Background: an optimization exercise with open tools, aiming at small area. Do not read the settings as production practice.
At most, simulation tests tie the RTL to the original design; equivalence was not proved.
Only the layout flow was run in run 2; the RTL was not checked for function there.
In every run shown here, the design's own scripts or RTL, not TritonCTS, make the clock network.
The clock port is modelled as an ideal driver, which makes a skipped or thinned clock tree look cheaper than it is; a real chip needs a root buffer or a tree.
Power is estimated from default activity; no workload was simulated.

`flow/flow/area_base.abc`:
```
strash
&get -n
&st
&dch
&nf -a -R 1000
&put
mfs3 -a
```
`flow/flow/pre_cts.tcl`:
```
# Replaces TritonCTS with a flat clock tree: the flip-flops are split into
# CLOCK_BUF_GROUPS groups of equal size by position (1; 2 = halves by x;
# 4 = halves by x, each split by y), and the clock port drives one
# CLOCK_BUF_CELL per group, placed at the group's centre, which drives the
# clock pins of that group.
rename clock_tree_synthesis __tritoncts
proc clock_tree_synthesis {args} {
  set bufcell $::env(CLOCK_BUF_CELL)
  set groups $::env(CLOCK_BUF_GROUPS)
  set dbu [[ord::get_db_block] getDbUnitsPerMicron]
  set pins {}
  foreach pin [get_pins -hierarchical */CLK] {
    set bb [[[sta::sta_to_db_pin $pin] getInst] getBBox]
    set x [expr {([$bb xMin] + [$bb xMax]) / 2.0 / $dbu}]
    set y [expr {([$bb yMin] + [$bb yMax]) / 2.0 / $dbu}]
    lappend pins [list $pin $x $y]
  }
  set byx [lsort -real -index 1 $pins]
  set half [expr {[llength $byx] / 2}]
  if {$groups == 1} {
    set parts [list $byx]
  } elseif {$groups == 2} {
    set parts [list [lrange $byx 0 [expr {$half - 1}]] [lrange $byx $half end]]
  } else {
    set parts {}
    foreach h [list [lrange $byx 0 [expr {$half - 1}]] [lrange $byx $half end]] {
      set byy [lsort -real -index 2 $h]
      set q [expr {[llength $byy] / 2}]
      lappend parts [lrange $byy 0 [expr {$q - 1}]] [lrange $byy $q end]
    }
  }
  set k 0
  foreach part $parts {
    set sx 0
    set sy 0
    set plist {}
    foreach p $part {
      lassign $p pin x y
      set sx [expr {$sx + $x}]
      set sy [expr {$sy + $y}]
      lappend plist $pin
    }
    set n [llength $plist]
    set cx [expr {$sx / $n}]
    set cy [expr {$sy / $n}]
    puts "Clock buffer $k: $bufcell at $cx $cy driving $n clock pins"
    insert_buffer -buffer_cell $bufcell -net clk -load_pins $plist -location [list $cx $cy] -buffer_name clkbuf_$k -net_name clk_$k
    incr k
  }
}
```
`flow/flow/comb_cells.py`:
```
#!/usr/bin/env python3
"""Write a Verilog module, with its boolean function, for every
combinational cell of a liberty file (cells with ff, latch or statetable
groups are skipped).  Usage: comb_cells.py LIB > comb_cells.v"""
import re
import sys

lib = open(sys.argv[1]).read()

def group_end(text, start):
    depth = 1
    i = start
    while depth > 0:
        if text[i] == '{':
            depth += 1
        elif text[i] == '}':
            depth -= 1
        i += 1
    return i

def expr(f):
    f = f.replace('!', '~').replace('+', '|').replace('*', '&')
    return re.sub(r'(\w)\s+(?=[\w(~])', r'\1 & ', f)

for m in re.finditer(r'\n\s*cell\s*\(\s*"?(\w+)"?\s*\)\s*\{', lib):
    body = lib[m.end():group_end(lib, m.end())]
    if re.search(r'\b(ff|latch|statetable)\s*\(', body):
        continue
    ins, outs = [], []
    for pm in re.finditer(r'\n\s*pin\s*\(\s*"?(\w+)"?\s*\)\s*\{', body):
        pb = body[pm.end():group_end(body, pm.end())]
        d = re.search(r'direction\s*:\s*"?(\w+)"?', pb)
        f = re.search(r'\bfunction\s*:\s*"([^"]*)"', pb)
        if d and d.group(1) == 'input':
            ins.append(pm.group(1))
        elif d and d.group(1) == 'output':
            outs.append((pm.group(1), f.group(1) if f else None))
    if not outs or any(f is None for _, f in outs):
        continue
    print("module %s(%s);" % (m.group(1), ", ".join(ins + [o for o, _ in outs])))
    for p in ins:
        print("  input %s;" % p)
    for o, f in outs:
        print("  output %s;\n  assign %s = %s;" % (o, o, expr(f)))
    print("endmodule")
```
`flow/config.mk`:
```
export PLATFORM = sky130hd
export DESIGN_NAME = uart_full_ssd_display
export DESIGN_NICKNAME = uart_full_ssd_display
export VERILOG_FILES = /design/flow/design.v
export SDC_FILE = /design/flow/constraint.sdc
export NUM_CORES = 4
export LEC_CHECK = 0
export CAP_MARGIN = 20
export CORE_MARGIN = 2
export CORE_UTILIZATION = 40
export SLEW_MARGIN = 20
```
`flow/flow/run.sh`:
```
#!/bin/bash
# The standard layout (standard.sh) with these changes, made through
# ORFS's own hooks and variables and one step between synthesis and floorplan:
# - after the standard synthesis, flow/resynth.tcl (Yosys + ABC) remaps the
#   combinational logic for area; the flip-flops keep their names and cells.
#   ABC runs flow/area.abc.in with sixteen random seeds (four at a time), and
#   flow/area_base.abc (no random search) as a fallback; the smallest result
#   is kept;
# - ports are buffered with the smallest buffer, buf_1 (BUFFER_PORTS_ARGS);
# - clock tree synthesis is replaced by flow/pre_cts.tcl: the clock port
#   drives four clkbuf_8, each driving a quarter of the flip-flops;
# - after clock tree synthesis, flow/post_cts.tcl replaces half adders that
#   have an output unused, swaps logic cells for the smallest drive strength
#   of the same function, and repairs slew and load.
# Logs: synth.log, comb_cells.log, resynth_<seed>.log, standard_flow.log
# here, and ORFS's per-step logs under orfs/logs/.
set -euo pipefail
export BUFFER_PORTS_ARGS="-buffer_cell sky130_fd_sc_hd__buf_1"
export PRE_CTS_TCL="$PWD/flow/pre_cts.tcl"
export POST_CTS_TCL="$PWD/flow/post_cts.tcl"
export CLOCK_BUF_CELL=sky130_fd_sc_hd__clkbuf_8
export CLOCK_BUF_GROUPS=4

bash standard.sh synth > synth.log 2>&1

RES=orfs/results/$FLOW_PLATFORM/uart_full_ssd_display/base
export LIB=$FLOW_HOME/platforms/$FLOW_PLATFORM/lib/sky130_fd_sc_hd__tt_025C_1v80.lib
export NETLIST_IN=$RES/1_2_yosys.v.std
DONT_USE=$(make -s -C "$FLOW_HOME" DESIGN_CONFIG="$PWD/config.mk" print-DONT_USE_CELLS 2>/dev/null | sed 's/^DONT_USE_CELLS[ :=]*//')
export ABC_DONT_USE=""
for c in $DONT_USE; do ABC_DONT_USE="$ABC_DONT_USE -dont_use $c"; done
python3 flow/comb_cells.py "$LIB" > comb_cells.v 2> comb_cells.log
cp $RES/1_2_yosys.v $NETLIST_IN
YOSYS="$FLOW_HOME/../tools/install/yosys/bin/yosys"

cp flow/area_base.abc area_0.abc
for s in $(seq 1 16); do
  sed "s/SEED/$s/" flow/area.abc.in > area_$s.abc
done
for wave in "0 1 2 3 4" "5 6 7 8" "9 10 11 12" "13 14 15 16"; do
  for s in $wave; do
    ABC_SCRIPT="$PWD/area_$s.abc" NETLIST_OUT=resynth_$s.v STAT_OUT=resynth_stat_$s.txt \
      "$YOSYS" -c flow/resynth.tcl > resynth_$s.log 2>&1 &
  done
  wait
done
best=""
best_area=""
for s in $(seq 0 16); do
  a=$(sed -n "s/.*Chip area for module .*: \([0-9.]*\).*/\1/p" resynth_stat_$s.txt 2>/dev/null | tail -n 1 || true)
  [ -n "$a" ] && [ -s resynth_$s.v ] || continue
  if [ -z "$best" ] || python3 -c "import sys; sys.exit(0 if $a < $best_area else 1)"; then
    best=$s
    best_area=$a
  fi
done
echo "resynthesis: run $best, area $best_area" > resynth_choice.log
[ -n "$best" ]
cp resynth_$best.v $RES/1_2_yosys.v
rm -f $RES/1_synth.odb $RES/1_synth.sdc

bash standard.sh > standard_flow.log 2>&1
```
`flow/constraint.sdc`:
```
create_clock -name core_clock -period 20.0 [get_ports {clk}]
set_input_delay 4.0000 -clock core_clock [delete_from_list [all_inputs] [get_ports {clk}]]
set_output_delay 4.0000 -clock core_clock [all_outputs]
set_load 0.01 [all_outputs]
```
`flow/flow/post_cts.tcl`:
```
# After clock tree synthesis:
# - a half adder (ha) with one output unused becomes the single gate for the
#   used output: and2 for the carry, xor2 for the sum;
# - every other logic cell is swapped for the smallest cell of the same
#   function (same name but the drive-strength suffix).
# Clock buffers and flip-flops are left alone.  Then any max-slew or
# max-capacitance violation is repaired and the placement legalized.
proc net_has_loads {net} {
  if {$net eq "NULL" || $net eq ""} { return 0 }
  if {[llength [$net getBTerms]] > 0} { return 1 }
  set n 0
  foreach it [$net getITerms] {
    if {[$it isInputSignal]} { incr n }
  }
  return [expr {$n > 0}]
}

proc split_half_adders {} {
  set db [ord::get_db]
  set block [ord::get_db_block]
  set n 0
  foreach inst [$block getInsts] {
    if {![string match "sky130_fd_sc_hd__ha_*" [[$inst getMaster] getName]]} { continue }
    set a [[$inst findITerm A] getNet]
    set b [[$inst findITerm B] getNet]
    set cout [[$inst findITerm COUT] getNet]
    set sum [[$inst findITerm SUM] getNet]
    set use_cout [net_has_loads $cout]
    set use_sum [net_has_loads $sum]
    if {$use_cout && $use_sum} { continue }
    if {$use_cout} {
      set cell sky130_fd_sc_hd__and2_1
      set out $cout
      set dead $sum
    } elseif {$use_sum} {
      set cell sky130_fd_sc_hd__xor2_1
      set out $sum
      set dead $cout
    } else {
      continue
    }
    set name [$inst getName]
    set loc [$inst getLocation]
    set orient [$inst getOrient]
    odb::dbInst_destroy $inst
    if {$dead ne "NULL" && $dead ne "" && [llength [$dead getITerms]] == 0 && [llength [$dead getBTerms]] == 0} {
      odb::dbNet_destroy $dead
    }
    set new [odb::dbInst_create $block [$db findMaster $cell] $name]
    $new setOrient $orient
    $new setLocation [lindex $loc 0] [lindex $loc 1]
    $new setPlacementStatus PLACED
    [$new findITerm A] connect $a
    [$new findITerm B] connect $b
    [$new findITerm X] connect $out
    incr n
  }
  puts "Replaced $n half adders with one output unused"
}

proc downsize_logic {} {
  set db [ord::get_db]
  set dont_use $::env(DONT_USE_CELLS)
  set n 0
  set saved 0.0
  foreach inst [[ord::get_db_block] getInsts] {
    set master [$inst getMaster]
    set name [$master getName]
    if {![regexp {^(sky130_fd_sc_hd__[a-z0-9]+)_([0-9]+)$} $name -> base size]} { continue }
    if {[regexp {clkbuf|clkinv|clkdly|df|tap|fill|decap|conb|probe} $base]} { continue }
    if {[$inst isFixed]} { continue }
    set area [expr {[$master getWidth] * [$master getHeight]}]
    set best $name
    set best_area $area
    foreach s {0 1 2 3 4 6 8 12 16} {
      set cand ${base}_$s
      if {[lsearch -exact $dont_use $cand] >= 0} { continue }
      set cm [$db findMaster $cand]
      if {$cm eq "NULL" || $cm eq ""} { continue }
      set ca [expr {[$cm getWidth] * [$cm getHeight]}]
      if {$ca < $best_area} {
        set best $cand
        set best_area $ca
      }
    }
    if {$best ne $name} {
      replace_cell [$inst getName] $best
      incr n
      set saved [expr {$saved + ($area - $best_area) / 1e6}]
    }
  }
  puts "Downsized $n cells, saving $saved um2"
}

split_half_adders
downsize_logic
estimate_parasitics -placement
repair_design
detailed_placement
check_placement -verbose
```
`flow/standard.sh`:
```
#!/bin/bash
# synth_recipe.tcl (not shown) runs the flow's synth.tcl, then flattens the netlist and writes it again
# the make line also repeats each setting of config.mk as NAME=value (left out here)
make -C /OpenROAD-flow-scripts/flow DESIGN_CONFIG=/design/flow/config.mk WORK_HOME=/design/flow/orfs CLKGATE_MAP_FILE= SYNTH_SCRIPT=/design/flow/synth_recipe.tcl "${@:-finish}"
```
`flow/flow/area.abc.in`:
```
strash
&get -n
&deepsyn -T 60 -S SEED
&put
strash
&get -n
&st
&nf -a -R 1000
&put
mfs3 -a
```
`flow/flow/resynth.tcl`:
```
yosys -import
# Resynthesize the standard synthesis's combinational logic for area.  The
# flip-flop cells stay as they are (blackboxes, names and types kept); every
# other cell is replaced by its boolean function, and ABC maps the logic
# between flip-flops and ports again with the script $ABC_SCRIPT.
read_liberty -lib $::env(LIB)
read_verilog -overwrite comb_cells.v
read_verilog $::env(NETLIST_IN)
hierarchy -top $::env(FLOW_TOP)
flatten
techmap
opt -purge
abc -liberty $::env(LIB) {*}$::env(ABC_DONT_USE) -script $::env(ABC_SCRIPT)
# Cells are blackboxes again, so that check can see their pin directions.
read_liberty -lib -overwrite $::env(LIB)
opt_clean -purge
hilomap -singleton -hicell sky130_fd_sc_hd__conb_1 HI -locell sky130_fd_sc_hd__conb_1 LO
insbuf -buf sky130_fd_sc_hd__buf_4 A X
opt_clean -purge
check -assert
tee -o $::env(STAT_OUT) stat -liberty $::env(LIB)
write_verilog -noexpr -noattr -nohex $::env(NETLIST_OUT)
```
`flow/design.v`:
```
module Segment_Selector (
    input wire [3:0] input_bits,     
    input wire dash,                 
    output wire [6:0] segments       
    );
    localparam [15:0] SEG_A = 16'hd7ed;
    localparam [15:0] SEG_B = 16'h279f;
    localparam [15:0] SEG_C = 16'h2ffb;
    localparam [15:0] SEG_D = 16'h796d;
    localparam [15:0] SEG_E = 16'hfd45;
    localparam [15:0] SEG_F = 16'hdf71;
    localparam [15:0] SEG_G = 16'hef7c;
    wire [15:0] digit;
    genvar d;
    generate
        for (d = 0; d < 16; d = d + 1) begin : dec
            assign digit[d] = input_bits == d;
        end
    endgenerate
    wire [6:0] hex = {|(digit & SEG_G), |(digit & SEG_F), |(digit & SEG_E), |(digit & SEG_D),
                      |(digit & SEG_C), |(digit & SEG_B), |(digit & SEG_A)};
    wire [6:0] raw_logic = dash ? 7'b1000000 : hex;
    assign segments = ~raw_logic;    
endmodule
module uart_full_ssd_display (
    input clk,                   
    input rst,                   
    input wire uart_rxd,         
    output wire uart_txd,        
    output wire [6:0] segments,  
    output wire [3:0] dig_sel    
    );
    function [8:0] rx_step(input [8:0] s);
        rx_step = {s[7:0], ~(s[8] ^ s[3])};
    endfunction
    function [8:0] tx_step(input [8:0] s);
        tx_step = {s[7:0], ~(s[8] ^ s[4])};
    endfunction
    function [15:0] sel_step(input [15:0] s);
        sel_step = {s[14:0], ~(s[15] ^ s[11] ^ s[2] ^ s[0])};
    endfunction
    localparam [8:0]  RX_SEED  = 9'b000111000;
    localparam [8:0]  RX_HALF  = 9'b011100010;
    localparam [8:0]  RX_END   = 9'b011000010;
    localparam [8:0]  TX_SEED  = 9'b000000000;
    localparam [8:0]  TX_ONE   = 9'b000000001;
    localparam [8:0]  TX_END   = 9'b101101100;
    localparam [15:0] SEL_SEED = 16'b1001111100110101;
    localparam [15:0] SEL_END  = 16'b1111100111111111;
    localparam [4:0]  DONE_W   = 5'd23;
    localparam [15:0] DONE_SEL = 16'b1111100111111110;
    localparam [8:0]  TX_PRE   = 9'b100000000;       
    localparam [8:0]  M9  = 9'b010101010;
    localparam [15:0] M16 = 16'b0101010101010101;
    localparam P_D6    = 4'd6;
    localparam P_STOP  = 4'd8;
    localparam P_IDLE  = 4'd9;
    localparam P_START = 4'd15;
    localparam R_HALF  = 4'b0000;
    localparam R_P8    = 4'b1000;
    localparam R_IDLE  = 4'b1011;
    localparam R_J1    = 4'b1100;
    localparam R_J2    = 4'b1010;
    localparam R_J3    = 4'b1001;
    localparam R_S2    = 4'b1110;
    localparam R_S3    = 4'b1101;
    localparam R_START = 4'b1111;
    reg [3:0]  rp;
    reg [8:0]  rcx;
    wire [8:0] rc = rcx ^ M9;
    reg [7:0]  rb;
    wire r_half  = rc == RX_HALF;
    wire r_end   = rc == RX_END;
    wire r_shift = (rp == R_HALF) ? r_half : (~rp[3] & r_end);    
    wire r_valid = rp == R_J2 || rp == R_S2;     
    wire r_just  = rp == R_J3 || rp == R_S3;     
    wire r_whole = rp == R_IDLE || rp == R_START || rp == R_HALF || rp == R_J3 || rp == R_S3;
    wire [2:0] r_shifted = rp[3] ? 3'd0 : rp[2:0];     
    always @(posedge clk) begin
        if (~rst) begin
            rp  <= R_IDLE;
            rcx <= RX_SEED ^ M9;
        end else begin
            case (rp)
                R_IDLE, R_J3: begin
                    rcx <= RX_SEED ^ M9;
                    rp  <= uart_rxd ? R_IDLE : R_START;
                end
                R_J1: begin
                    rcx <= RX_SEED ^ M9;
                    rp  <= uart_rxd ? R_J2 : R_S2;
                end
                R_J2: begin
                    rcx <= RX_SEED ^ M9;
                    rp  <= uart_rxd ? R_J3 : R_S3;
                end
                R_S2: begin
                    rcx <= rx_step(rc) ^ M9;
                    rp  <= R_S3;
                end
                R_S3: begin
                    rcx <= rx_step(rc) ^ M9;
                    rp  <= R_START;
                end
                R_HALF: begin
                    if (r_half) begin
                        rcx <= RX_SEED ^ M9;
                        rp  <= rp + 4'd1;
                    end else begin
                        rcx <= rx_step(rc) ^ M9;
                    end
                end
                R_P8: begin
                    if (r_end) begin
                        rcx <= RX_SEED ^ M9;
                        rp  <= R_J1;
                    end else begin
                        rcx <= rx_step(rc) ^ M9;
                    end
                end
                default: begin           
                    if (r_end) begin
                        rcx <= RX_SEED ^ M9;
                        rp  <= rp + 4'd1;
                    end else begin
                        rcx <= rx_step(rc) ^ M9;
                    end
                end
            endcase
        end
    end
    always @(posedge clk) begin
        if (r_shift) rb <= {uart_rxd, rb[7:1]};
    end
    reg [3:0] tp;
    reg [8:0] tcx;
    wire [8:0] tc = tcx ^ M9;
    reg       tb;
    wire t_data = ~tp[3];
    wire t_idle = tp == P_IDLE;
    wire t_stop = tp == P_STOP;
    wire t_end  = tc == TX_END;
    wire [3:0] t_next = tp + 4'd1;
    always @(posedge clk) begin
        if (~rst) begin
            tp  <= P_IDLE;
            tcx <= TX_SEED ^ M9;
        end else if (t_idle) begin
            if (r_just) tp <= P_START;
        end else if (t_end) begin
            tp  <= t_next;
            tcx <= (t_stop ? TX_ONE : (tp == P_D6) ? TX_PRE : TX_SEED) ^ M9;
        end else begin
            tcx <= tx_step(tc) ^ M9;
        end
    end
    always @(posedge clk) begin
        if (t_end & ~t_next[3]) tb <= rb[t_next[2:0] - r_shifted];
    end
    assign uart_txd = t_data ? tb : ~tp[2];
    reg [15:0] selx;
    wire [15:0] sel = selx ^ M16;
    reg [4:0]  w;          
    reg        done;       
    reg        dash;
    reg [3:0]  input_bits;
    reg [3:0]  saved;      
    wire s_hi     = sel[15:1] == SEL_END[15:1];
    wire wrap     = (SEL_END[15:1] == DONE_SEL[15:1]) ? s_hi & (sel[0] == SEL_END[0])  : sel == SEL_END;
    wire done_sel = (SEL_END[15:1] == DONE_SEL[15:1]) ? s_hi & (sel[0] == DONE_SEL[0]) : sel == DONE_SEL;
    always @(posedge clk) begin
        if (~rst) begin
            selx <= SEL_SEED ^ M16;
            w    <= 5'd0;
            done <= 1'b0;
            dash <= 1'b1;
        end else begin
            selx <= (wrap ? SEL_SEED : sel_step(sel)) ^ M16;
            if (wrap) w <= w + 5'd1;
            if (w == DONE_W && done_sel) done <= 1'b1;
            if (done & r_valid) dash <= 1'b0;
        end
    end
    wire [3:0] rb_nibble = w[0] ? rb[7:4] : rb[3:0];
    always @(posedge clk) begin
        if (r_whole) saved <= rb_nibble;
    end
    always @(posedge clk) begin
        if (wrap)
            input_bits <= dash ? 4'd0 : (r_whole ? rb_nibble : saved);
    end
    wire started = done | (|w);
    assign dig_sel = {started, started, w[0], started & ~w[0]};
    Segment_Selector ssd_display (
        .input_bits(input_bits),
        .dash(dash),
        .segments(segments)
    );
endmodule
```
==> results of run 1 <==
## final cells by class, without the clock buffers
class | count | area [sq um] | area share, %
timing repair buffer | 15 | 56.3 | 2.04
sequential | 66 | 1450 | 52.6
inverter | 11 | 41.3 | 1.50
tap | 77 | 96.3 | 3.49
multi-input combinational | 192 | 1060 | 38.4
## cells in the final DEF (no fill, tap or decap), drive strengths merged, types with 4 or more instances in the layout
cell    instances
nand3           4
o21ai          19
dfxtp          53
a21oi          14
a222oi          4
nand2          31
nor2b           8
nor4            4
nor3            9
edfxtp         13
buf            15
nand2b          8
xnor2           6
clkbuf          4
clkinv         11
and2            4
nor2           41
## path summary, 6_finish.rpt
kind | startpoint | endpoint | slack, ns | cells past startpoint
setup / recovery | input_bits[1]$_SDFFCE_PP0P_ | segments[2] | 13.73 | 7
hold / removal | selx[8]$_SDFF_PN0_ | selx[9]$_SDFF_PP1_ | 0.39 | 1
setup reg to reg | rp[3]$_SDFFE_PN1P_ | tb$_DFFE_PP_ | 17.35 | 10
hold reg to reg | selx[8]$_SDFF_PN0_ | selx[9]$_SDFF_PP1_ | 0.39 | 1
## layer usage
layer	up-vias	global-route usage, %
li1	994	-
met2	24	21.8
met1	862	17.1
met3	4	0.973
met5	-	0
met4	0	2.45
## critical path: stages, from the launching register on
cell and delay (ns):
sky130_fd_sc_hd__edfxtp_1 0.42, sky130_fd_sc_hd__clkinv_1 0.11, sky130_fd_sc_hd__o21a_1 0.22, sky130_fd_sc_hd__a2111oi_0 0.70
sky130_fd_sc_hd__o21ai_0 0.25, sky130_fd_sc_hd__o21ai_0 0.19, sky130_fd_sc_hd__o41ai_1 0.09, sky130_fd_sc_hd__buf_1 0.13
## stage by stage
stage	power (uW)	util [%]	hold slack [ns]	setup slack (ns)	cell area [sq um]
finish	199	43.5	0.391	13.73	2760
global route	206	43.5	0.405	13.35	2760
detailed placement	152	42.7	0.370	14.00	2710
floorplan	150	-	0.358	14.25	2640
global placement	152	42.7	0.366	14.13	2710
## sequential cells by signal, indices dropped and copies added, names as in the netlist, 4 cells and up
name and cells:
selx 16, rcx 9, tcx 9, rb 8, w 5, input_bits 4, rp 4, saved 4
tp 4
## where the power goes
group          internal, uW  leakage (uW)  switching [uW]
Sequential              139      0.000562            2.86
Clock                  18.5     0.0000288            31.2
Combinational          3.24      0.000394            4.05
==> metrics.log, run 1 <==
[metrics] port bufs: 14
[metrics] routed length on met3: 104 um
[metrics] initial core utilization: approximately two fifths
[metrics] DIE AREA: around 7300 sq um
[metrics] diodes inserted: 0
[metrics] Avg Synthesized Cell Area: about 9.4 sq um
[metrics] number of antenna violations at the first check in global routing: 0
[metrics] Fill cells: 608
[metrics] Worst Tran Pin Value: 0.875 ns
[metrics] GRT overflow: 0
[metrics] Yosys warning total: 1
[metrics] Die X-Extent: around 85 um
[metrics] total number of vias: 1884
[metrics] aggregate routed wire length: between 4 and 5 mm
[metrics] placed wire-length estimate after detailed placement: ~3.3 mm
[metrics] pin count of the biggest net entering global routing: 23
[metrics] status: timing/DRC/antenna clean
[metrics] Residual DRC: 0
[metrics] routed length on met1: ~2.3 mm
[metrics] highest net fanout along the worst path: 5
[metrics] number of max-capacitance violations reported: 0
[metrics] Top Ports: 15
[metrics] vias in the first global route: between 1500 and 2000
[metrics] min-delay worst type: register to register
[metrics] global-route wire length before repair: a little under 8 mm
[metrics] endpoint type of the worst setup path: output port
[metrics] Synth Net Count: around 280
[metrics] clock slew at reported path FFs: roughly 0.09 ns
[metrics] static leakage: roughly 0.00099 uW
[metrics] power density over cell area: about 70 nW/um^2
[metrics] final-report max-slew violation count: 0
[metrics] category of the most critical setup path: register to output port
[metrics] setup violators final: 0
[metrics] Required @ worst endpoint: 16.00 ns
[metrics] setup TNS: 0 ns
[metrics] DR WL met2: 2.05 mm
[metrics] Slew headroom: a little over two fifths
[metrics] Period Utilization, post-route: a little under a third
[metrics] proportion of layout cells with a drive suffix above 1: roughly 1.4%
[metrics] total number of placement rows: 29
[metrics] GRT Total Usage: between 10% and 20%
[metrics] cell total after placement: around 360
[metrics] Worst VDD drop: about 0.053 mV
[metrics] routed vias/inst: approximately 5.2
[metrics] Critical Path Start Type: register
[metrics] Max Fclk: roughly 0.16 GHz
[metrics] Die Span Y: approximately 85 um
[metrics] Synth-to-Final Area Change: 4.75%
[metrics] clock latency on the worst-skew pair: 0.16 ns
[metrics] mapped cell area: about 2600 sq um
[metrics] initial detailed-routing violation count: between 100 and 150
[metrics] core area: roughly 6300 sq um
[metrics] final-stage net count: approximately 290
[metrics] top metal layer carrying routed signals: met4
[metrics] average wire per cell in the routed design: 12.3 um
[metrics] setup repair after global routing missed its margin: no
[metrics] Worst Clk Skew: 0.0101 ns
[metrics] critical path data arrival time: approximately 2.3 ns
[metrics] final hold violations: 0
[metrics] number of optimization iterations in the first detailed-route pass: 4
[metrics] time the worst path needs with I/O delays and setup: approximately 6.3 ns
[metrics] final cell count without fillers: 365
[metrics] post-detailed-route count of antenna-violating nets: 0
[metrics] Final GP Congestion: 0.818
[metrics] gate count of the mapped netlist: 280
==> run 2, diff against run 1 <==
--- a/flow/design.v
+++ b/flow/design.v
@@ -61,9 +61,7 @@
     localparam R_IDLE  = 4'b1011;
     localparam R_J1    = 4'b1100;
     localparam R_J2    = 4'b1010;
-    localparam R_J3    = 4'b1001;
     localparam R_S2    = 4'b1110;
-    localparam R_S3    = 4'b1101;
     localparam R_START = 4'b1111;
     reg [3:0]  rp;
     reg [8:0]  rcx;
@@ -73,8 +71,7 @@
     wire r_end   = rc == RX_END;
     wire r_shift = (rp == R_HALF) ? r_half : (~rp[3] & r_end);    
     wire r_valid = rp == R_J2 || rp == R_S2;     
-    wire r_just  = rp == R_J3 || rp == R_S3;     
-    wire r_whole = rp == R_IDLE || rp == R_START || rp == R_HALF || rp == R_J3 || rp == R_S3;
+    wire r_whole = rp == R_IDLE || rp == R_START || rp == R_HALF;
     wire [2:0] r_shifted = rp[3] ? 3'd0 : rp[2:0];     
     always @(posedge clk) begin
         if (~rst) begin
@@ -82,7 +79,7 @@
             rcx <= RX_SEED ^ M9;
         end else begin
             case (rp)
-                R_IDLE, R_J3: begin
+                R_IDLE, R_J2: begin
                     rcx <= RX_SEED ^ M9;
                     rp  <= uart_rxd ? R_IDLE : R_START;
                 end
@@ -90,15 +87,7 @@
                     rcx <= RX_SEED ^ M9;
                     rp  <= uart_rxd ? R_J2 : R_S2;
                 end
-                R_J2: begin
-                    rcx <= RX_SEED ^ M9;
-                    rp  <= uart_rxd ? R_J3 : R_S3;
-                end
                 R_S2: begin
-                    rcx <= rx_step(rc) ^ M9;
-                    rp  <= R_S3;
-                end
-                R_S3: begin
                     rcx <= rx_step(rc) ^ M9;
                     rp  <= R_START;
                 end
@@ -135,29 +124,34 @@
     reg [3:0] tp;
     reg [8:0] tcx;
     wire [8:0] tc = tcx ^ M9;
-    reg       tb;
-    wire t_data = ~tp[3];
-    wire t_idle = tp == P_IDLE;
-    wire t_stop = tp == P_STOP;
-    wire t_end  = tc == TX_END;
-    wire [3:0] t_next = tp + 4'd1;
+    reg       txd;
+    wire t_data  = ~tp[3];
+    wire t_idle  = tp == P_IDLE;
+    wire t_stop  = tp == P_STOP;
+    wire t_end   = tc == TX_END;
+    wire t_first = tc == ((tp[2:0] == 3'd7) ? TX_PRE : TX_SEED);
     always @(posedge clk) begin
         if (~rst) begin
             tp  <= P_IDLE;
             tcx <= TX_SEED ^ M9;
         end else if (t_idle) begin
-            if (r_just) tp <= P_START;
+            if (r_valid) tp <= P_START;
         end else if (t_end) begin
-            tp  <= t_next;
+            tp  <= tp + 4'd1;
             tcx <= (t_stop ? TX_ONE : (tp == P_D6) ? TX_PRE : TX_SEED) ^ M9;
         end else begin
             tcx <= tx_step(tc) ^ M9;
         end
     end
     always @(posedge clk) begin
-        if (t_end & ~t_next[3]) tb <= rb[t_next[2:0] - r_shifted];
+        if (~rst)
+            txd <= 1'b1;
+        else if (~t_data)
+            txd <= ~tp[2];                       
+        else if (t_first)
+            txd <= rb[tp[2:0] - r_shifted];
     end
-    assign uart_txd = t_data ? tb : ~tp[2];
+    assign uart_txd = txd;
     reg [15:0] selx;
     wire [15:0] sel = selx ^ M16;
     reg [4:0]  w;          
--- a/flow/flow/run.sh
+++ b/flow/flow/run.sh
@@ -3,7 +3,7 @@
 # ORFS's own hooks and variables and one step between synthesis and floorplan:
 # - after the standard synthesis, flow/resynth.tcl (Yosys + ABC) remaps the
 #   combinational logic for area; the flip-flops keep their names and cells.
-#   ABC runs flow/area.abc.in with sixteen random seeds (four at a time), and
+#   ABC runs flow/area.abc.in with eight random seeds (four at a time), and
 #   flow/area_base.abc (no random search) as a fallback; the smallest result
 #   is kept;
 # - ports are buffered with the smallest buffer, buf_1 (BUFFER_PORTS_ARGS);
@@ -34,10 +34,10 @@
 YOSYS="$FLOW_HOME/../tools/install/yosys/bin/yosys"
 
 cp flow/area_base.abc area_0.abc
-for s in $(seq 1 16); do
+for s in 1 2 3 4 5 6 7 8; do
   sed "s/SEED/$s/" flow/area.abc.in > area_$s.abc
 done
-for wave in "0 1 2 3 4" "5 6 7 8" "9 10 11 12" "13 14 15 16"; do
+for wave in "0 1 2 3 4" "5 6 7 8"; do
   for s in $wave; do
     ABC_SCRIPT="$PWD/area_$s.abc" NETLIST_OUT=resynth_$s.v STAT_OUT=resynth_stat_$s.txt \
       "$YOSYS" -c flow/resynth.tcl > resynth_$s.log 2>&1 &
@@ -46,7 +46,7 @@
 done
 best=""
 best_area=""
-for s in $(seq 0 16); do
+for s in 0 1 2 3 4 5 6 7 8; do
   a=$(sed -n "s/.*Chip area for module .*: \([0-9.]*\).*/\1/p" resynth_stat_$s.txt 2>/dev/null | tail -n 1 || true)
   [ -n "$a" ] && [ -s resynth_$s.v ] || continue
   if [ -z "$best" ] || python3 -c "import sys; sys.exit(0 if $a < $best_area else 1)"; then
==> run 2 against run 1 <==
  * Still clean
  * Synthesized cell count increased by 3.6%
  * First-iteration DRC count increased by 49%
  * Flip-flop and latch count unchanged
  * Die area increased by 0.22%
  * Critical path depth increased by 1
  * Utilization decreased by 0.21 points
  * Final area about the same
  * Clock skew decreased by 0.0037 ns
  * Combinational power decreased by 17%
  * Cell count increased by 2.5%
  * Clock power increased by 0.8%
  * Critical path type unchanged
  * Highest routed layer unchanged
==> metrics.log, run 2 <==
[metrics] static leakage: 0.00101 uW (was 0.000985 uW)
[metrics] net load switching power: 37.5 uW (was 38.1 uW)
[metrics] global-route wire length before repair: 8.33 mm (was 7.91 mm)
[metrics] sw frac: 19.0% (was 19.2%)
[metrics] Worst Clk Skew: 0.00647 ns (was 0.0101 ns)
[metrics] final hold violations: 0 (unchanged)
[metrics] setup violators final: 0 (unchanged)
[metrics] most common cell after layout, fill and taps aside: sky130_fd_sc_hd__dfxtp_1 (unchanged)
[metrics] status: timing/DRC/antenna clean (unchanged)
[metrics] clock network fraction of total power: 25.4% (was 25.0%)
[metrics] Final GP Congestion: 0.885 (was 0.818)
[metrics] worst path setup slack after routing: 14.17 ns (was 13.73 ns)
[metrics] most frequent cells in the layout: sky130_fd_sc_hd__dfxtp_1 (54), sky130_fd_sc_hd__nor2_1 (48), sky130_fd_sc_hd__nand2_1 (42) (was sky130_fd_sc_hd__dfxtp_1 (53), sky130_fd_sc_hd__nor2_1 (41), sky130_fd_sc_hd__nand2_1 (31))
[metrics] aggregate routed wire length: 4.65 mm (was 4.49 mm)
[metrics] met1 usage: 19.8% (was 17.1%)
[metrics] portion of total power attributed to sequential cells: 71.5% (was 71.3%)
[metrics] Worst VDD drop: 0.0500 mV (was 0.0525 mV)
[metrics] GRT overflow: 0 (unchanged)
[metrics] met2 capacity usage during global routing: 21.4% (was 21.8%)
[metrics] core area: 6390 sq um (was 6350 sq um)
[metrics] Most flops, register: selx (unchanged)
[metrics] Slowest-stage cell, CP: sky130_fd_sc_hd__edfxtp_1 (was sky130_fd_sc_hd__a2111oi_0)
[metrics] clock slew at reported path FFs: 0.10 ns (was 0.09 ns)
[metrics] final cell count without fillers: 374 (was 365)
[metrics] Period Utilization, post-route: 29.2% (was 31.3%)
[metrics] placed wire-length estimate after detailed placement: 3.40 mm (was 3.31 mm)
[metrics] cell breakdown of the critical path: clkinv_1 -> nor2_1 -> clkinv_1 -> a21oi_1 -> o21ai_0 -> o21ai_0 -> o41ai_1 -> buf_1 (was clkinv_1 -> o21a_1 -> a2111oi_0 -> o21ai_0 -> o21ai_0 -> o41ai_1 -> buf_1)
[metrics] cell internal power dissipation: 159 uW (was 161 uW)
[metrics] port bufs: 14 (unchanged)
[metrics] Slew headroom: 35.1% (was 41.7%)
[metrics] Most Used Layer, Global Route: met2 (unchanged)
[metrics] initial detailed-routing violation count: 217 (was 146)
[metrics] setup TNS: 0 ns (unchanged)
[metrics] Residual DRC: 0 (unchanged)
[metrics] Synth-to-Final Area Change: 4.60% (was 4.75%)
[metrics] average wire per cell in the routed design: 12.4 um (was 12.3 um)
[metrics] Worst Path Buf+Inv: 3 (was 2)
[metrics] crit-path leading delay family: compound AO/OA/AOI/OAI gates (unchanged)
[metrics] mapped cell area: 2640 sq um (about the same)
[metrics] DIE AREA: 7270 sq um (was 7250 sq um)
[metrics] critical path data arrival time: 1.83 ns (was 2.27 ns)
[metrics] GRT Total Usage: 13.1% (was 12.5%)
[metrics] Max Fclk: 0.171 GHz (was 0.160 GHz)
[metrics] gate count of the mapped netlist: 290 (was 280)
[metrics] highest net fanout along the worst path: 4 (was 5)
[metrics] Required @ worst endpoint: 16.00 ns (about the same)
[metrics] initial core utilization: 41.4% (was 41.5%)
[metrics] number of antenna violations at the first check in global routing: 0 (unchanged)
[metrics] routed vias/inst: 5.20 (was 5.16)
[metrics] time the worst path needs with I/O delays and setup: 5.83 ns (was 6.27 ns)
[metrics] Largest register FFs: 16 (unchanged)
[metrics] largest incremental delay on the critical path: 0.40 ns (was 0.70 ns)
[metrics] proportion of power drawn by combinational gates: 3.1% (was 3.7%)
[metrics] Avg Synthesized Cell Area: 9.11 sq um (was 9.41 sq um)
[metrics] diodes inserted: 0 (unchanged)
[metrics] final-report max-slew violation count: 0 (unchanged)
[metrics] power density over cell area: 71.2 nW/um^2 (was 72.0 nW/um^2)
[metrics] setup repair after global routing missed its margin: no (unchanged)
[metrics] Die Span Y: 85.3 um (was 85.2 um)
[metrics] number of max-capacitance violations reported: 0 (unchanged)
[metrics] cell total after placement: 370 (was 361)
[metrics] Finished Core Util: 43.3% (was 43.5%)
[metrics] Synth Net Count: 293 (was 283)
[metrics] pre-CTS WS: 14.27 ns (was 14.00 ns)
[metrics] pin count of the biggest net entering global routing: 23 (unchanged)
[metrics] Worst Tran Pin Value: 0.963 ns (was 0.875 ns)
[metrics] post-detailed-route count of antenna-violating nets: 0 (unchanged)
[metrics] Critical Path Start Type: register (unchanged)
[metrics] total number of placement rows: 29 (unchanged)
[metrics] min-delay worst type: register to register (unchanged)
[metrics] Top Ports: 15 (unchanged)
[metrics] largest registers ranked by flip-flop count: selx x16, rcx x9, tcx x9 (unchanged)
[metrics] total number of vias: 1943 (was 1884)
[metrics] number of optimization iterations in the first detailed-route pass: 4 (unchanged)
[metrics] clock latency on the worst-skew pair: 0.16 ns (about the same)
[metrics] Yosys warning total: 1 (unchanged)
[metrics] endpoint type of the worst setup path: output port (unchanged)
[metrics] proportion of layout cells with a drive suffix above 1: 2.02% (was 1.39%)
[metrics] final-stage net count: 302 (was 293)
[metrics] vias in the first global route: 1854 (was 1815)
[metrics] category of the most critical setup path: register to output port (unchanged)
[metrics] Die X-Extent: 85.3 um (was 85.2 um)
[metrics] global routing met3 resource utilization: 0.875% (was 0.973%)
## run 2: changes by cell type in the layout (fill, tap and decap cells not counted), sizes merged, moves of 3 or more
| cell | before | now |
|---|---|---|
| nor2 | 41 | 48 |
| nor2b | 8 | 5 |
| o21ai | 19 | 22 |
| nand2 | 31 | 42 |
| nor3 | 9 | 5 |
| nand2b | 8 | 4 |
| a21oi | 14 | 21 |
## run 2: power by group through the flow
stage	Sequential [uW]	Combinational, uW	Clock [uW]
after global routing	141	7.13	55.7
after global placement	144	6.05	0
after floorplan	143	4.67	0
final	141	6.08	50.1
after detailed placement	144	6.11	0
## run 2: stage by stage
stage          area, sq um  power, uW  hold WS (ns)
5_1_grt               2760        204         0.401
3_3_place_gp          2710        150         0.364
2_1_floorplan         2640        148         0.353
6_report              2760        197         0.388
3_5_place_dp          2710        150         0.366
## run 2: final timing paths
| kind | startpoint | endpoint | slack (ns) | depth (start not counted) |
|---|---|---|---|---|
| worst max-delay path | input_bits[1]$_SDFFCE_PP0P_ | segments[2] | 14.17 | 8 |
| worst min-delay path | selx[8]$_SDFF_PN0_ | selx[9]$_SDFF_PP1_ | 0.39 | 1 |
| worst max register to register | rcx[8]$_SDFF_PN0_ | rcx[0]$_SDFF_PN0_ | 17.10 | 7 |
| worst min register to register | selx[8]$_SDFF_PN0_ | selx[9]$_SDFF_PP1_ | 0.39 | 1 |
## run 2: final cells by class, without the clock buffers
class	count	area [sq um]
well taps	77	96.3
repair buffers	14	52.6
inverters	10	37.5
fillers	625	3620
flip-flops and latches	66	1440
multi-input cells	203	1080
## run 2: per-layer routing
| metal | up-vias | wire [um] |
|---|---|---|
| li1 | 1018 | - |
| met5 | - | 0 |
| met4 | 0 | 76 |
| met2 | 37 | 1990 |
| met1 | 883 | 2410 |
| met3 | 5 | 171 |
==> run 3, diff against run 2 <==
==> flow/design.v (replaced) <==
module Segment_Selector (
    input wire [3:0] input_bits,     
    input wire dash,                 
    output wire [6:0] segments       
    );
    localparam [15:0] SEG_A = 16'hd7ed;
    localparam [15:0] SEG_B = 16'h279f;
    localparam [15:0] SEG_C = 16'h2ffb;
    localparam [15:0] SEG_D = 16'h796d;
    localparam [15:0] SEG_E = 16'hfd45;
    localparam [15:0] SEG_F = 16'hdf71;
    localparam [15:0] SEG_G = 16'hef7c;
    wire [15:0] digit;
    genvar d;
    generate
        for (d = 0; d < 16; d = d + 1) begin : dec
            assign digit[d] = input_bits == d;
        end
    endgenerate
    wire [6:0] hex = {|(digit & SEG_G), |(digit & SEG_F), |(digit & SEG_E), |(digit & SEG_D),
                      |(digit & SEG_C), |(digit & SEG_B), |(digit & SEG_A)};
    wire [6:0] raw_logic = dash ? 7'b1000000 : hex;
    assign segments = ~raw_logic;    
endmodule
module uart_full_ssd_display (
    input clk,                   
    input rst,                   
    input wire uart_rxd,         
    output wire uart_txd,        
    output wire [6:0] segments,  
    output wire [3:0] dig_sel    
    );
    function [8:0] step9(input [8:0] s);
        step9 = {s[7:0], ~(s[8] ^ s[4])};
    endfunction
    function [15:0] step16(input [15:0] s);
        step16 = {s[14:0], ~(s[15] ^ s[14] ^ s[12] ^ s[3])};
    endfunction
    localparam [8:0]  BIT_END  = 9'b101101100;
    localparam [8:0]  BIT_HALF = 9'b001001101;
    localparam [15:0] SEL_END  = 16'b0100111011000001;
    localparam [4:0]  DONE_W   = 5'd23;
    localparam [15:0] DONE_SEL = 16'b0111000011001010;
    localparam [8:0]  CNT_ONE  = 9'b000000001;       
    localparam [8:0]  CNT_PRE  = 9'b100000000;       
    localparam [8:0]  M9  = 9'b010101010;
    localparam [15:0] M16 = 16'b0101010101010101;
    localparam P_D6    = 4'd6;
    localparam P_STOP  = 4'd8;
    localparam P_IDLE  = 4'd9;
    localparam P_START = 4'd15;
    reg        rxd_0, rxd_1;
    reg [3:0]  rp;
    reg [8:0]  rcx;
    wire [8:0] rc = rcx ^ M9;
    reg [7:0]  rd;
    wire r_half  = rc == BIT_HALF;
    wire r_end   = rc == BIT_END;
    wire r_data  = ~rp[3];
    wire r_stop  = rp == P_STOP;
    wire r_idle  = rp == P_IDLE;
    wire r_valid = r_stop & r_half;
    wire r_just  = r_idle & rc[0];           
    always @(posedge clk) begin
        if (~rst) begin
            rxd_0 <= 1'b1;
            rxd_1 <= 1'b1;
        end else begin
            rxd_0 <= uart_rxd;
            rxd_1 <= rxd_0;
        end
    end
    always @(posedge clk) begin
        if (~rst) begin
            rp <= P_IDLE;
            rcx <= M9;
        end else if (r_idle) begin
            rcx <= M9;
            if (~rxd_1) rp <= P_START;
        end else if (r_valid) begin
            rp <= P_IDLE;
            rcx <= CNT_ONE ^ M9;
        end else if (r_end) begin
            rp <= rp + 4'd1;
            rcx <= M9;
        end else begin
            rcx <= step9(rc) ^ M9;
        end
    end
    always @(posedge clk) begin
        if (r_data & r_half) rd <= {rxd_1, rd[7:1]};
    end
    reg [7:0] last_byte;
    always @(posedge clk) begin
        if (r_valid) last_byte <= rd;
    end
    reg [3:0] tp;
    reg [8:0] tcx;
    wire [8:0] tc = tcx ^ M9;
    wire t_data = ~tp[3];
    wire t_idle = tp == P_IDLE;
    wire t_stop = tp == P_STOP;
    wire t_end  = tc == BIT_END;
    always @(posedge clk) begin
        if (~rst) begin
            tp <= P_IDLE;
            tcx <= M9;
        end else if (t_idle) begin
            if (r_just) tp <= P_START;
        end else if (t_end) begin
            tp <= tp + 4'd1;
            tcx <= (t_stop ? CNT_ONE : (tp == P_D6) ? CNT_PRE : 9'd0) ^ M9;
        end else begin
            tcx <= step9(tc) ^ M9;
        end
    end
    assign uart_txd = t_data ? last_byte[tp[2:0]] : ~tp[2];
    reg [15:0] selx;
    wire [15:0] sel = selx ^ M16;
    reg [4:0]  w;          
    reg        done;       
    reg        dash;
    reg [3:0]  input_bits;
    wire wrap = sel == SEL_END;
    always @(posedge clk) begin
        if (~rst) begin
            selx <= M16;
            w    <= 5'd0;
            done <= 1'b0;
            dash <= 1'b1;
        end else begin
            selx <= (wrap ? 16'd0 : step16(sel)) ^ M16;
            if (wrap) w <= w + 5'd1;
            if (w == DONE_W && sel == DONE_SEL) done <= 1'b1;
            if (done & r_valid) dash <= 1'b0;
        end
    end
    always @(posedge clk) begin
        if (wrap)
            input_bits <= dash ? 4'd0 : (w[0] ? last_byte[7:4] : last_byte[3:0]);
    end
    wire started = done | (|w);
    assign dig_sel = {started, started, w[0], started & ~w[0]};
    Segment_Selector ssd_display (
        .input_bits(input_bits),
        .dash(dash),
        .segments(segments)
    );
endmodule
--- a/flow/flow/run.sh
+++ b/flow/flow/run.sh
@@ -3,9 +3,8 @@
 # ORFS's own hooks and variables and one step between synthesis and floorplan:
 # - after the standard synthesis, flow/resynth.tcl (Yosys + ABC) remaps the
 #   combinational logic for area; the flip-flops keep their names and cells.
-#   ABC runs flow/area.abc.in with eight random seeds (four at a time), and
-#   flow/area_base.abc (no random search) as a fallback; the smallest result
-#   is kept;
+#   ABC runs flow/area.abc.in with four random seeds, and flow/area_base.abc
+#   (no random search) as a fallback; the smallest result is kept;
 # - ports are buffered with the smallest buffer, buf_1 (BUFFER_PORTS_ARGS);
 # - clock tree synthesis is replaced by flow/pre_cts.tcl: the clock port
 #   drives four clkbuf_8, each driving a quarter of the flip-flops;
@@ -34,19 +33,17 @@
 YOSYS="$FLOW_HOME/../tools/install/yosys/bin/yosys"
 
 cp flow/area_base.abc area_0.abc
-for s in 1 2 3 4 5 6 7 8; do
+for s in 1 2 3 4; do
   sed "s/SEED/$s/" flow/area.abc.in > area_$s.abc
 done
-for wave in "0 1 2 3 4" "5 6 7 8"; do
-  for s in $wave; do
-    ABC_SCRIPT="$PWD/area_$s.abc" NETLIST_OUT=resynth_$s.v STAT_OUT=resynth_stat_$s.txt \
-      "$YOSYS" -c flow/resynth.tcl > resynth_$s.log 2>&1 &
-  done
-  wait
+for s in 0 1 2 3 4; do
+  ABC_SCRIPT="$PWD/area_$s.abc" NETLIST_OUT=resynth_$s.v STAT_OUT=resynth_stat_$s.txt \
+    "$YOSYS" -c flow/resynth.tcl > resynth_$s.log 2>&1 &
 done
+wait
 best=""
 best_area=""
-for s in 0 1 2 3 4 5 6 7 8; do
+for s in 0 1 2 3 4; do
   a=$(sed -n "s/.*Chip area for module .*: \([0-9.]*\).*/\1/p" resynth_stat_$s.txt 2>/dev/null | tail -n 1 || true)
   [ -n "$a" ] && [ -s resynth_$s.v ] || continue
   if [ -z "$best" ] || python3 -c "import sys; sys.exit(0 if $a < $best_area else 1)"; then
==> run 3 against run 2 <==
  * Largest power group unchanged
  * Global-route usage grew 0.26 points
  * Combinational power up 2%
  * Largest cell class unchanged
  * Via count is 4.2% lower
  * Utilization rose by 0.42 points
  * Clock power up 2%
  * Flip-flop and latch count up 5
  * Area after synthesis increased by 1.2%
  * Die area grew 1.1%
  * Sequential power increased by 6%
  * Total power increased by 5.4%
  * Still clean
  * Critical path type is now primary input to register
  * Routed wire length rose by 2.1%
==> metrics.log, run 3 <==
[metrics] status: timing/DRC/antenna clean (unchanged)
[metrics] setup TNS: 0 ns (unchanged)
[metrics] Final GP Congestion: 0.839 (was 0.885)
[metrics] Residual DRC: 0 (unchanged)
[metrics] setup violators final: 0 (unchanged)
[metrics] number of max-capacitance violations reported: 0 (unchanged)
[metrics] hold wc startpoint: selx[5]$_SDFF_PP0_ (was selx[8]$_SDFF_PN0_)
[metrics] min-delay worst type: register to register (unchanged)
[metrics] cell total after placement: 349 (was 370)
[metrics] largest incremental delay on the critical path: 0.70 ns (was 0.40 ns)
[metrics] Die Span Y: 85.7 um (was 85.3 um)
[metrics] Avg Synthesized Cell Area: 10.0 sq um (was 9.11 sq um)
[metrics] Multi-input gate area: 942 sq um (was 1080 sq um)
[metrics] Largest register FFs: 16 (unchanged)
[metrics] Fill cells: 620 (was 625)
[metrics] number of antenna violations at the first check in global routing: 0 (unchanged)
[metrics] pin count of the biggest net entering global routing: 20 (was 23)
[metrics] reg-to-reg setup timing slack: 17.86 ns (was 17.10 ns)
[metrics] largest registers ranked by flip-flop count: selx x16, rcx x9, tcx x9 (unchanged)
[metrics] critical path data arrival time: 6.01 ns (was 1.83 ns)
[metrics] time the worst path needs with I/O delays and setup: 5.93 ns (was 5.83 ns)
[metrics] core area: 6420 sq um (was 6390 sq um)
[metrics] highest net fanout along the worst path: 19 (was 4)
[metrics] static leakage: 0.000979 uW (was 0.00101 uW)
[metrics] total power draw: 207 uW (was 197 uW)
[metrics] total number of placement rows: 29 (unchanged)
[metrics] initial core utilization: 41.6% (was 41.4%)
[metrics] area occupied by registers: 1620 sq um (was 1440 sq um)
[metrics] setup repair after global routing missed its margin: no (unchanged)
[metrics] Synth Net Count: 269 (was 293)
[metrics] routed vias/inst: 5.27 (was 5.20)
[metrics] Worst Clk Skew: 0.0107 ns (was 0.00647 ns)
[metrics] clock latency on the worst-skew pair: 0.16 ns (about the same)
[metrics] initial detailed-routing violation count: 100 (was 217)
[metrics] post-detailed-route count of antenna-violating nets: 0 (unchanged)
[metrics] most frequent cells in the layout: sky130_fd_sc_hd__dfxtp_1 (51), sky130_fd_sc_hd__nand2_1 (38), sky130_fd_sc_hd__nor2_1 (35) (was sky130_fd_sc_hd__dfxtp_1 (54), sky130_fd_sc_hd__nor2_1 (48), sky130_fd_sc_hd__nand2_1 (42))
[metrics] Max Fclk: 0.169 GHz (was 0.171 GHz)
[metrics] GRT Total Usage: 13.4% (was 13.1%)
[metrics] endpoint type of the worst setup path: register (was output port)
[metrics] instance area at placement: 2760 sq um (was 2710 sq um)
[metrics] Crit path top cell by count: sky130_fd_sc_hd__buf_1
[metrics] Most flops, register: selx (unchanged)
[metrics] Period Utilization, post-route: 29.6% (was 29.2%)
[metrics] port bufs: 14 (unchanged)
[metrics] Required @ worst endpoint: 20.09 ns (was 16.00 ns)
[metrics] Synth-to-Final Area Change: 4.96% (was 4.60%)
[metrics] total number of vias: 1862 (was 1943)
[metrics] R2R cell count: 7 (unchanged)
[metrics] proportion of layout cells with a drive suffix above 1: 1.45% (was 2.02%)
[metrics] mapped cell area: 2670 sq um (was 2640 sq um)
[metrics] post-route design area: 2810 sq um (was 2760 sq um)
[metrics] Critical Path Start Type: primary input (was register)
[metrics] final-report max-slew violation count: 0 (unchanged)
[metrics] Slowest-stage cell, CP: sky130_fd_sc_hd__buf_1 (was sky130_fd_sc_hd__edfxtp_1)
[metrics] most common cell after layout, fill and taps aside: sky130_fd_sc_hd__dfxtp_1 (unchanged)
[metrics] gate count of the mapped netlist: 266 (was 290)
[metrics] placed wire-length estimate after detailed placement: 3.55 mm (was 3.40 mm)
[metrics] GRT overflow: 0 (unchanged)
[metrics] DIE AREA: 7350 sq um (was 7270 sq um)
[metrics] power density over cell area: 73.9 nW/um^2 (was 71.2 nW/um^2)
[metrics] diodes inserted: 0 (unchanged)
[metrics] final cell count without fillers: 353 (was 374)
[metrics] average wire per cell in the routed design: 13.4 um (was 12.4 um)
[metrics] aggregate routed wire length: 4.74 mm (was 4.65 mm)
[metrics] vias in the first global route: 1764 (was 1854)
[metrics] Worst Hold Path EP: selx[6]$_SDFF_PN1_ (was selx[9]$_SDFF_PP1_)
[metrics] global-route wire length before repair: 8.25 mm (was 8.33 mm)
[metrics] Top Ports: 15 (unchanged)
[metrics] cell breakdown of the critical path: buf_1 -> buf_1 -> clkinv_1 -> nor2_1 -> nand3b_1 -> o31ai_1 (was clkinv_1 -> nor2_1 -> clkinv_1 -> a21oi_1 -> o21ai_0 -> o21ai_0 -> o41ai_1 -> buf_1)
[metrics] end of the worst register-to-register path: w[4]$_SDFFE_PN0P_ (was rcx[0]$_SDFF_PN0_)
[metrics] Worst VDD drop: 0.0338 mV (was 0.0500 mV)
[metrics] final hold violations: 0 (unchanged)
[metrics] number of optimization iterations in the first detailed-route pass: 23 (was 4)
[metrics] final-stage net count: 281 (was 302)
[metrics] category of the most critical setup path: primary input to register (was register to output port)
[metrics] clock slew at reported path FFs: 0.10 ns (about the same)
[metrics] reg-to-reg startpoint: selx[5]$_SDFF_PP0_ (was rcx[8]$_SDFF_PN0_)
[metrics] Die X-Extent: 85.7 um (was 85.3 um)
[metrics] Yosys warning total: 1 (unchanged)
[metrics] Worst Tran Pin Value: 0.949 ns (was 0.963 ns)
[metrics] worst hold stages: 1 (unchanged)
[metrics] Slew headroom: 36.7% (was 35.1%)
-- run 3: metrics by stage --
step	hold WS [ns]	util (%)	setup slack, ns
after detailed placement	0.365	43.0	14.46
after floorplan	0.353	-	14.68
final	0.388	43.7	14.07
after global placement	0.368	43.0	14.51
after global routing	0.406	43.7	13.82
-- run 3: layout make-up, without the clock buffers --
cell class	instances	area share, %
timing repair buffer	17	2.27
inverter	7	0.937
multi-input combinational	177	33.6
tap	77	3.43
sequential	71	57.8
-- run 3: power by group --
group          switching (uW)  internal [uW]
combinational            4.17           2.06
clock                    32.8           18.6
sequential               1.38            148
-- run 3: worst max path at each step --
stage	to	cells after the start	start
floorplan	segments[2]	6	input_bits[1]$_SDFFCE_PP0P_
global placement	uart_txd	5	tp[0]$_SDFFE_PN1P_
detailed placement	uart_txd	5	tp[0]$_SDFFE_PN1P_
global route	tp[2]$_SDFFE_PN0P_	6	rst
finish	tp[1]$_SDFFE_PN0P_	6	rst
-- run 3: routing by layer --
metal | wire, um | track usage (%) | vias up
met5 | 0 | 0 | -
met3 | 205 | 0.770 | 5
met2 | 2210 | 23.2 | 43
met4 | 55 | 1.88 | 0
met1 | 2280 | 19.1 | 867
li1 | - | - | 947
-- run 3: worst max-delay path: cells and delay by family --
kind / cells / cell delay (ns)
and+or+nand+nor: 2 / 0.52
AOI/OAI and AO/OA: 1 / 0.09
buffers and inverters: 3 / 1.39

port drivers added, routing unchanged:
How much do the figures lean on ideal ports? The routed layouts below were timed once more, with nothing changed but the port constraints. Step 1 assumes that a clkbuf_16 drives the clock port and a buf_2 every other input. Step 2 moves the port delays by t, midway between the first and last clock arrival at a register: inputs arrive t later, outputs are due t later. That takes back most of the time a late clock gives input paths. Three values: ideal, step 1, step 2; two values: the first two.
run	t, ns	setup WS [ns]	worst setup path after step 2	slew at the worst register clock pin (ns)	worst data-port slew with drivers (ns)
run 1	0.212	13.731 / 13.674 / 13.887	register to output	0.10 / 0.10	0.03
run 2	0.209	14.168 / 14.111 / 14.284	input to register	0.10 / 0.10	0.03
run 3	0.206	14.073 / 14.103 / 13.897	input to register	0.10 / 0.10	0.03
After both steps every run listed still meets setup and hold. For run 3, which loses most, drivers alone change the setup slack by +0.030 ns; drivers and shift together by -0.176 ns.
